Background: an optimization exercise with open tools, aiming at small area. Do not read the settings as production practice.
At most, simulation tests tie the RTL to the original design; equivalence was not proved.
No activity file was given, so power comes from the tool's default toggle rates.

lane 1:
Design CounterSelector, start of the top module:
module CounterSelector(
    input  logic clk,
    input  logic reset,
    input  logic next_button,
    input  logic select_button,    
    input  logic selec_A_M,
    input  logic buttonM,
    output logic [6:0] display_7seg,
    output logic [6:0] seg_centenas,
    output logic [6:0] seg_decenas,
    output logic [6:0] seg_unidades,
    output logic [4:0] led
);
Size: roughly 91 flip-flops, ~5200 um2 of cells after synthesis.
==> flow/config.mk <==
export PLATFORM = sky130hd
export DESIGN_NAME = CounterSelector
export DESIGN_NICKNAME = CounterSelector
export VERILOG_FILES = /design/flow/design.v
export SDC_FILE = /design/flow/constraint.sdc
export NUM_CORES = 4
export LEC_CHECK = 0
export CAP_MARGIN = 20
export CORE_MARGIN = 2
export CORE_UTILIZATION = 40
export CTS_BUF_LIST = sky130_fd_sc_hd__clkbuf_8
export SLEW_MARGIN = 20
==> flow/constraint.sdc <==
create_clock -name core_clock -period 150.0 [get_ports {clk}]
set_input_delay 30.0000 -clock core_clock [delete_from_list [all_inputs] [get_ports {clk}]]
set_output_delay 30.0000 -clock core_clock [all_outputs]
set_load 0.01 [all_outputs]
run.sh (not shown) runs the stock make flow with config.mk's settings and CLKGATE_MAP_FILE= SYNTH_SCRIPT=/design/flow/synth_recipe.tcl, a recipe that flattens the netlist after the stock synthesis.
For lane 2, these inputs were changed with respect to lane 1:
Settings: CORE_UTILIZATION: 40 -> 70; CTS_BUF_LIST: sky130_fd_sc_hd__clkbuf_8 -> sky130_fd_sc_hd__clkbuf_4 sky130_fd_sc_hd__clkbuf_8.
### Flow results
Complex-gate fraction of the synthesized area came out exactly the same in lane 2 and lane 1. Going from lane 1 to lane 2, setup slack higher; met2 capacity usage during global routing higher.
No run of this note included a check of the RTL's function; only the layout flow was run.

---

The RTL this note starts from:
==> flow/design.v <==
module Decodificador9(input logic [3:0] d, output logic [6:0] salida);
    always_comb begin
        case (d)
            4'd1, 4'd11: salida = 7'b1111001;
            4'd2, 4'd12: salida = 7'b0100100;
            4'd3, 4'd13: salida = 7'b0110000;
            4'd4, 4'd14: salida = 7'b0011001;
            4'd5, 4'd15: salida = 7'b0010010;
            4'd6:        salida = 7'b0000010;
            4'd7:        salida = 7'b1111000;
            4'd8:        salida = 7'b0000000;
            4'd9:        salida = 7'b0011000;
            default:     salida = 7'b1000000;
        endcase
    end
endmodule
module LED_Animation (
    input  logic clk,
    input  logic reset,
    input  logic tick,
    input  logic count_reached,
    output logic [2:0] s
);
    logic [1:0] r;
    always_ff @(posedge clk or posedge reset) begin
        if (reset) begin
            r <= 2'd0;
            s <= 3'd0;
        end else if (tick) begin
            if (r == 2'd0) begin
                if (count_reached) r <= 2'd3;
            end else if (s[2] & s[0]) begin
                s <= 3'd0;
                r <= r - 2'd1;
            end else begin
                s <= s + 3'd1;
            end
        end
    end
endmodule
module Debounce(
    input logic clk,
    input logic reset,
    input logic button_in,
    output logic button_out
);
    logic [4:0] lfsr;
    logic button_reg;      
    always_ff @(posedge clk or posedge reset) begin
        if (reset) begin
            lfsr <= 5'b00010;
            button_reg <= 0;
            button_out <= 0;
        end else begin
            if (button_in != button_reg) begin
                lfsr <= 5'b00010;  
            end else begin
                lfsr <= {lfsr[3:0], ~(lfsr[4] ^ lfsr[2])};
                if (lfsr == 5'b00000) button_out <= button_in;
            end
            button_reg <= button_in;  
        end
    end
endmodule
module TimeBase (
    input  logic clk,
    input  logic reset,
    output logic pulse,
    output logic tick
);
    logic [10:0] sec;
    logic [8:0]  led;
    logic sec_p, led_z;
    assign sec_p = (sec == 11'b01100000000);
    assign led_z = (led[7:0] == 8'd0);
    always_ff @(posedge clk or posedge reset) begin
        if (reset) begin
            sec <= 11'b11100000000;
            led <= 9'b010100000;
        end else begin
            sec <= {sec[9:0], ~(sec[10] ^ sec[8]) | sec_p};
            led <= {led[7:0], led[8] ^ led[4] ^ led_z};
        end
    end
    assign pulse = sec_p;
    assign tick  = led_z & ~led[8];
endmodule
module CounterSelector(
    input  logic clk,
    input  logic reset,
    input  logic next_button,
    input  logic select_button,    
    input  logic selec_A_M,
    input  logic buttonM,
    output logic [6:0] display_7seg,
    output logic [6:0] seg_centenas,
    output logic [6:0] seg_decenas,
    output logic [6:0] seg_unidades,
    output logic [4:0] led
);
    function automatic [7:0] step_add(input logic [7:0] b, input logic [1:0] k);
        logic [3:0] q, u;
        q = b[7:4];
        u = b[3:0];
        case (k)
            2'b01: if (u[3] & u[0]) begin q = q + 4'd1; u = 4'd0; end
                   else u = u + 4'd1;
            2'b10: if (u[3] | (u[2] & u[1])) begin q = q + 4'd1; u = u - 4'd6; end
                   else u = u + 4'd4;
            default: q = q + 4'd1;
        endcase
        step_add = {q, u};
    endfunction
    logic pulse, tick;
    TimeBase timebase (.clk(clk), .reset(reset), .pulse(pulse), .tick(tick));
    logic next_button_clean, selec_A_M_clean, buttonM_clean;
    Debounce db_next (
        .clk(clk), .reset(reset), .button_in(next_button), .button_out(next_button_clean));
    Debounce db_mode (
        .clk(clk), .reset(reset), .button_in(selec_A_M), .button_out(selec_A_M_clean));
    Debounce db_btnM (
        .clk(clk), .reset(reset), .button_in(buttonM), .button_out(buttonM_clean));
    logic press, next_press, prev_select_button, prev_next_button, buttonM_prev;
    logic bedge;
    always_ff @(posedge clk or posedge reset) begin
        if (reset) begin
            press <= 1'b0;
            prev_select_button <= 1'b0;
        end else begin
            prev_select_button <= select_button;
            press <= select_button & ~prev_select_button;
        end
    end
    always_ff @(posedge clk) begin
        prev_next_button <= next_button_clean;
        next_press <= next_button_clean & ~prev_next_button;
        buttonM_prev <= buttonM_clean;
    end
    assign bedge = buttonM_clean & ~buttonM_prev;
    logic pE, pU;             
    logic [1:0] didx;         
    logic sm;                 
    logic [1:0] si;           
    logic aclr, mclr;
    assign didx = {pE | pU, ~pE};
    always_ff @(posedge clk or posedge reset) begin
        if (reset) begin
            pE <= 1'b0;
            pU <= 1'b0;
            si <= 2'd0;
        end else begin
            if (si == 2'd0) begin
                if (next_press) begin
                    pE <= ~pE & ~pU;
                    pU <= pE;
                end
                if (press) si <= didx;
            end else if (sm ? mclr : aclr) begin
                si <= 2'd0;
            end
        end
    end
    always_ff @(posedge clk)
        if (si == 2'd0 && press) sm <= selec_A_M_clean;
    assign display_7seg = {~pE, 3'b000, ~pU, ~pU, ~pE};
    logic [1:0] aw, aaw;      
    logic [7:0] av;
    logic a_lim;
    logic [1:0] mw;
    logic [7:0] mv;
    logic m_lim, m_z;
    logic [7:0] sum;          
    assign a_lim = &av[7:4];
    assign m_lim = &mv[7:4];
    assign m_z   = mv[3] & mv[1];
    assign mclr  = m_z;
    assign sum = step_add(sm ? ((mw == si && !m_z) ? mv : 8'd0)
                             : ((aw == si) ? av : 8'd0), si);
    always_ff @(posedge clk) begin
        if (pulse && !sm && si != 2'd0 && !(aw == si && a_lim))
            aw <= si;
        if (bedge && sm && si != 2'd0 && !(mw == si && m_lim))
            mw <= si;
    end
    always_ff @(posedge clk) begin
        aclr <= a_lim;
        if (a_lim) aaw <= aw;
    end
    always_ff @(posedge clk or posedge reset) begin
        if (reset) begin
            av <= 8'd0;
        end else begin
            if (pulse) begin
                if (!sm && si != 2'd0 && !(aw == si && a_lim))
                    av <= sum;
                else
                    av <= 8'd0;
            end
        end
    end
    always_ff @(posedge clk or posedge reset) begin
        if (reset) begin
            mv <= 8'd0;
        end else if (bedge) begin
            if (sm && si != 2'd0) begin
                if (mw == si && m_lim) mv <= 8'h0A;
                else mv <= sum;
            end else begin
                mv <= 8'd0;
            end
        end
    end
    logic [2:0] aas, s1, s4, s10;
    LED_Animation anim_a   (.clk(clk), .reset(reset), .tick(tick), .count_reached(aclr), .s(aas));
    LED_Animation anim_1M  (.clk(clk), .reset(reset), .tick(tick), .count_reached(m_z && mw == 2'd1), .s(s1));
    LED_Animation anim_4M  (.clk(clk), .reset(reset), .tick(tick), .count_reached(m_z && mw == 2'd2), .s(s4));
    LED_Animation anim_10M (.clk(clk), .reset(reset), .tick(tick), .count_reached(m_z && mw == 2'd3), .s(s10));
    logic [7:0] dv;
    logic [3:0] dq;
    logic [2:0] ds;
    always_comb begin
        if (selec_A_M_clean) begin
            dv = (mw == didx && !m_z) ? mv : 8'd0;
            case (didx)
                2'b01:   ds = s1;
                2'b10:   ds = s4;
                default: ds = s10;
            endcase
        end else begin
            dv = (aw == didx) ? av : 8'd0;
            ds = (aaw == didx) ? aas : 3'd0;
        end
    end
    assign dq = dv[7:4];
    assign seg_centenas = (dq >= 4'd10) ? 7'b1111001 : 7'b1000000;
    Decodificador9 dec_decenas  (.d(dq), .salida(seg_decenas));
    assign seg_unidades[0] = (~dv[3] & ~dv[2] & ~dv[1] & dv[0]) | (dv[2] & ~dv[1] & ~dv[0]);
    assign seg_unidades[1] = dv[2] & (dv[1] ^ dv[0]);
    assign seg_unidades[2] = ~dv[2] & dv[1] & ~dv[0];
    assign seg_unidades[3] = (~dv[2] & ~dv[1] & dv[0]) | (dv[2] & ~dv[1] & ~dv[0]) | (dv[2] & dv[1] & dv[0]);
    assign seg_unidades[4] = dv[0] | (dv[2] & ~dv[1]);
    assign seg_unidades[5] = (~dv[2] & dv[1]) | (~dv[3] & ~dv[2] & dv[0]) | (dv[1] & dv[0]);
    assign seg_unidades[6] = (~dv[3] & ~dv[2] & ~dv[1]) | (dv[2] & dv[1] & dv[0]);
    assign led = {ds[2] & ds[0], ds[2], ds[2] | (ds[1] & ds[0]), ds[2] | ds[1], |ds};
endmodule
clock: 150.0 ns
lec_check: 0
cap_margin: 20
core_margin: 2
core_utilization: 40
cts_buf_list: sky130_fd_sc_hd__clkbuf_8
slew_margin: 20
standard.sh (not shown) runs the stock make flow with config.mk's settings and CLKGATE_MAP_FILE= SYNTH_SCRIPT=/design/flow/synth_recipe.tcl, a recipe that flattens the netlist after the stock synthesis.
==> flow/flow/run.sh <==
#!/bin/bash
# Own layout flow: the standard ORFS flow (standard.sh) with these changes:
#  - synthesis maps the logic with an area-oriented ABC script (flow/abc_area.script:
#    deepsyn, then area-oriented mapping) in place of ORFS's speed script, and leaves
#    adders to ABC instead of mapping them to half/full adder cells first
#    (ADDER_MAP_FILE empty); registers, their names and everything else in
#    synthesis are unchanged. deepsyn is run with several random seeds, each in a
#    trial synthesis of its own, and the seed whose netlist has the smallest cell
#    area is used for the synthesis the layout is made from;
#  - port buffers use the smallest buffer, sky130_fd_sc_hd__buf_1;
#  - clock tree synthesis uses clkbuf_8 buffers and inserts no dummy loads.
# Each tool's full output goes to a log of its own in this folder and in orfs/logs/.
set -euo pipefail
W=$PWD
SEEDS="0 1 2 3 4 5 6 7 8 9 10 11"

make_scripts() {   # folder seed: ORFS's scripts with the area ABC script for that seed
    rm -rf "$1"
    cp -r "$FLOW_HOME/scripts" "$1"
    sed "s/@SEED@/$2/" "$W/flow/abc_area.script" > "$1/abc_speed.script"
}

trial() {          # seed: a trial synthesis in trial_<seed>/
    local t="$W/trial_$1"
    rm -rf "$t"; mkdir -p "$t"
    make_scripts "$t/scripts" "$1"
    ADDER_MAP_FILE= SCRIPTS_DIR="$t/scripts" bash standard.sh synth WORK_HOME="$t/orfs" \
        > "$t/synth.log" 2>&1 || true
}

n=0
for s in $SEEDS; do
    trial "$s" &
    n=$((n + 1))
    if (( n % ${NUM_CORES:-4} == 0 )); then wait; fi
done
wait

best=0; best_area=
for s in $SEEDS; do
    stat="$W/trial_$s/orfs/reports/$FLOW_PLATFORM/CounterSelector/base/synth_stat.txt"
    [[ -f "$stat" ]] || continue
    a=$(awk '/Chip area for module/ {print $NF}' "$stat" | tail -1)
    [[ -n "$a" ]] || continue
    echo "seed $s: synthesis cell area $a" >> "$W/seeds.log"
    if [[ -z "$best_area" ]] || awk -v a="$a" -v b="$best_area" 'BEGIN {exit !(a < b)}'; then
        best=$s; best_area=$a
    fi
done
echo "chosen seed: $best" >> "$W/seeds.log"
for s in $SEEDS; do rm -rf "$W/trial_$s/orfs/results" "$W/trial_$s/orfs/objects" "$W/trial_$s/scripts"; done

make_scripts "$W/scripts_area" "$best"
ADDER_MAP_FILE= SCRIPTS_DIR="$W/scripts_area" bash standard.sh synth > "$W/synth.log" 2>&1
rm -rf "$W/scripts_area"
CTS_ARGS="-sink_clustering_enable -repair_clock_nets -dont_use_dummy_load -buf_list sky130_fd_sc_hd__clkbuf_8" \
BUFFER_PORTS_ARGS="-buffer_cell sky130_fd_sc_hd__buf_1" bash standard.sh finish > "$W/layout.log" 2>&1
==> flow/flow/abc_area.script <==
strash
&get -n
&deepsyn -I 1 -J 100 -S @SEED@
&dch -f
&nf -a -R 1000
&put
The starting point went through all stages and came out clean.
Change:
==> flow/flow/run.sh (replaced) <==
#!/bin/bash
# Own layout flow: the standard ORFS flow (standard.sh) with two changes:
#  - synthesis maps the logic with an area-oriented ABC script (flow/abc_area.script)
#    in place of ORFS's speed script, and leaves adders to ABC instead of mapping
#    them to half/full adder cells first (ADDER_MAP_FILE empty); registers, their
#    names and everything else in synthesis are unchanged;
#  - port buffers use the smallest buffer, sky130_fd_sc_hd__buf_1;
#  - clock tree synthesis uses clkbuf_8 buffers and inserts no dummy loads.
# Each tool's full output goes to a log of its own in this folder and in orfs/logs/.
set -euo pipefail
W=$PWD
rm -rf "$W/scripts_area"
cp -r "$FLOW_HOME/scripts" "$W/scripts_area"
cp "$W/flow/abc_area.script" "$W/scripts_area/abc_speed.script"
ADDER_MAP_FILE= SCRIPTS_DIR="$W/scripts_area" bash standard.sh synth > "$W/synth.log" 2>&1
CTS_ARGS="-sink_clustering_enable -repair_clock_nets -dont_use_dummy_load -buf_list sky130_fd_sc_hd__clkbuf_8" \
BUFFER_PORTS_ARGS="-buffer_cell sky130_fd_sc_hd__buf_1" bash standard.sh finish > "$W/layout.log" 2>&1
rm -rf "$W/scripts_area"
==> flow/flow/abc_area.script (replaced) <==
strash
&get -n
&deepsyn -I 1 -J 500
&dch -f
&nf -a -R 1000
&put
The changed run produced a clean layout.
Via count is about the same.
Sequential power stays flat.
Synthesized area went up by 0.31%.
Register-to-register slack degrades by 0.09 ns.
Utilization barely changes.
Design area stays flat.
Worst hold slack hardly moves.
Worst setup slack improves by 0.14 ns.
Count of clock-buffer cells in the layout is unchanged.
Total power falls by 2.5%.
Critical path depth does not change.

-- port drivers added, routing unchanged --
In the flow no input, the clock included, has a driving cell. The finished layouts below were timed again as built, in two steps.
Step 1 sets driving cells, clkbuf_16 on the clock port and buf_2 on the other inputs (assumed; they add their load-dependent delay and slew).
Step 2, shift: input delay + t, output delay - t, t = (earliest + latest rising clock arrival at the registers) / 2. This alone moves slack from input paths to output paths.
Three values: ideal, step 1, step 2; two values: the first two.
| run | shift t [ns] | setup slack, ns | cell pins on the clock port's net |
|---|---|---|---|
| lane 1 | 0.398 | 116.523 / 116.492 / 116.890 | 1 |
| lane 2 | 0.389 | 116.563 / 116.531 / 116.920 | 1 |
| the first run of note 2 | 0.364 | 116.698 / 116.668 / 117.032 | 1 |
| the second run of note 2 | 0.373 | 116.835 / 116.804 / 117.178 | 1 |
After both steps setup and hold are still met in every run listed.
